From an optimization exercise on the open Yosys and OpenROAD flow, aimed at small area, a short achievable clock period and few clock cycles; shortcuts taken in it are not production practice. The RTL was checked by simulation tests, not by an equivalence proof against the original design.

Design miniMIPS_Top, start of the top module:
module miniMIPS_Top
(
    input  wire         clk,
    input  wire         rst,
    output wire [31: 0] inst_addr,
    input  wire [31: 0] inst_data,
    output wire         data_wen,
    output wire [31: 0] data_addr,
    output wire [31: 0] data_dout,
    input  wire [31: 0] data_din
);
    reg  [31: 0] fpc;            
    reg  [31: 0] d_inst;         
    reg  [31: 0] d_rs;           
    reg  [31: 0] d_rt;
    reg          d_hs;           
    reg          d_ht;
    reg  [31: 0] e_op1;
    reg  [31: 0] e_op2;
    reg  [31: 0] e_addr;         
    reg  [ 4: 0] e_rd;
    reg          e_wen;          
    reg          e_sub;
    reg          e_ssum;         
    reg          e_slog;         
    reg          e_sslt;         
    reg          e_ssh;          
    reg  [ 4: 0] e_sa;           
    reg          w_en;           
    reg  [ 4: 0] w_rd;
    reg  [31: 0] w_res;
    reg  [ 1: 0] e_lop;          
    reg          e_sltu;
    reg          e_shr;          
    reg          e_sar;          
    reg          e_load;
    reg          e_store;
    reg          e_br;           
    reg  [ 1: 0] e_bc;           
    reg          e_pred;         
    wire [33: 0] sum34 = {1'b0, e_op1, 1'b1} + {1'b0, e_op2, e_sub};
    wire [32: 0] sum33 = sum34[33:1];
  ...
For scale: about 5600 cells after synthesis, about 1300 flip-flops, roughly 160 I/O pins, roughly 65000 µm² of cells after synthesis.
==> flow/config.mk <==
export PLATFORM = sky130hd
export DESIGN_NAME = miniMIPS_Top
export DESIGN_NICKNAME = miniMIPS_Top
export VERILOG_FILES = /design/flow/design.v
export SDC_FILE = /design/flow/constraint.sdc
export NUM_CORES = 4
export LEC_CHECK = 0
export CAP_MARGIN = 20
export CORE_MARGIN = 2
export CORE_UTILIZATION = 45
export SETUP_SLACK_MARGIN = 5
export SLEW_MARGIN = 20
==> flow/constraint.sdc <==
create_clock -name core_clock -period 9.0 [get_ports {clk}]
set_input_delay 1.8000 -clock core_clock [delete_from_list [all_inputs] [get_ports {clk}]]
set_output_delay 1.8000 -clock core_clock [all_outputs]
set_load 0.01 [all_outputs]
run.sh (not shown) runs the stock make flow with config.mk's settings and CLKGATE_MAP_FILE= SYNTH_SCRIPT=/design/flow/synth_recipe.tcl, a recipe that flattens the netlist after the stock synthesis.
Testbench counts at the start, summed over its fixed seeds: cycles 55,394.
Rerun with:
--- a/flow/design.v
+++ b/flow/design.v
@@ -33,20 +33,21 @@
     reg          e_sltu;
     reg          e_shr;          
     reg          e_sar;          
     reg          e_load;
     reg          e_store;
     reg          e_br;           
     reg  [ 1: 0] e_bc;           
     reg          e_pred;         
-    wire [33: 0] sum34 = {1'b0, e_op1, 1'b1} + {1'b0, e_op2, e_sub};
+    wire [31: 0] b_in  = e_sub ? ~e_op2 : e_op2;
+    wire [33: 0] sum34 = {1'b0, e_op1, 1'b1} + {1'b0, b_in, e_sub};
     wire [32: 0] sum33 = sum34[33:1];
     wire [31: 0] sum   = sum33[31:0];
-    wire         slt_s = (e_op1[31] ^ ~e_op2[31]) ? e_op1[31] : sum[31];
+    wire         slt_s = (e_op1[31] ^ e_op2[31]) ? e_op1[31] : sum[31];
     wire         slt_u = ~sum33[32];
     wire         slt   = e_sltu ? slt_u : slt_s;
     reg  [31: 0] lres;
     always @(*) begin
         case (e_lop)
             2'd0: lres = e_op1 & e_op2;
             2'd1: lres = e_op1 | e_op2;
             2'd2: lres = e_op1 ^ e_op2;
@@ -169,19 +170,19 @@
     wire         bubble  = stall | miss;
     wire [31: 0] addr_n  = rs_rf + sext;
     wire         eq_d    = (rs_rf == rt_rf);
     wire         cnd_d   = (opc[1] ? (rs_rf[31] | eq_d) : eq_d) ^ opc[0];
     wire         dep_alu = hit_s | (hit_t & ~opc[1]);
     wire         pred    = imm[15];                       
     wire         tk_d    = dep_alu ? pred : cnd_d;
     wire [31: 0] op1_o = use_sa ? {27'b0, sa} : (i_jal ? pc_inc : rs_rf);
-    wire [31: 0] op2_o = (use_imm ? imm32 : rt_rf) ^ {32{c_sub}};
+    wire [31: 0] op2_o = use_imm ? imm32 : rt_rf;
     wire [31: 0] op1_n = (hit_s & ~use_sa & ~i_jal) ? ex_res : op1_o;
-    wire [31: 0] op2_n = (hit_t & ~use_imm)          ? (ex_res ^ {32{c_sub}}) : op2_o;
+    wire [31: 0] op2_n = (hit_t & ~use_imm)          ? ex_res : op2_o;
     wire [31: 0] ea_n  = i_br ? (pred ? pc_inc : br_target) : addr_n;
     reg  [31: 0] fpc_n;
     always @(*) begin
         if (miss)                 fpc_n = e_addr;
         else if (stall)           fpc_n = fpc;
         else if (i_jr)            fpc_n = rs_v;
         else if (i_j)             fpc_n = j_target;
         else if (i_br & tk_d)     fpc_n = br_target;
Routed wire length rose by 4.6%.
Design area increases by about 1.5%.
Worst setup slack loses 39 ps.
Maximum frequency decreases by 0.94%.
Synthesized area rises by 2.0%.
Testbench counts after the change, summed over its fixed seeds: cycles 55,394.

## re-timing with driven ports
In the flow no input, the clock included, has a driving cell. The finished layouts below were timed again as built, in two steps. Step 1 (the two cells are an assumption about what drives the block):
set clk [get_ports {clk}]
set_driving_cell -lib_cell sky130_fd_sc_hd__clkbuf_16 $clk
set_driving_cell -lib_cell sky130_fd_sc_hd__buf_2 [delete_from_list [all_inputs] $clk]
Step 2, shift: input delay + t, output delay - t, t = (earliest + latest rising clock arrival at the registers) / 2. This alone moves slack from input paths to output paths. Three values: no drivers, after step 1, after step 2; two values: the first two.
| run | t, ns | setup slack, ns | worst setup path after step 2 | worst slew at a driven data input, ns | cell pins on the clock port's net |
|---|---|---|---|---|---|
| the first run | 0.858 | 4.898 / 4.823 / 3.965 | input to register | 0.24 | 1 |
| the second run | 0.859 | 4.859 / 4.917 / 4.059 | input to register | 0.07 | 1 |
After both steps setup and hold are still met in every run listed. For the first run, which loses most, drivers alone change the setup slack by -0.075 ns; drivers and shift together by -0.933 ns.
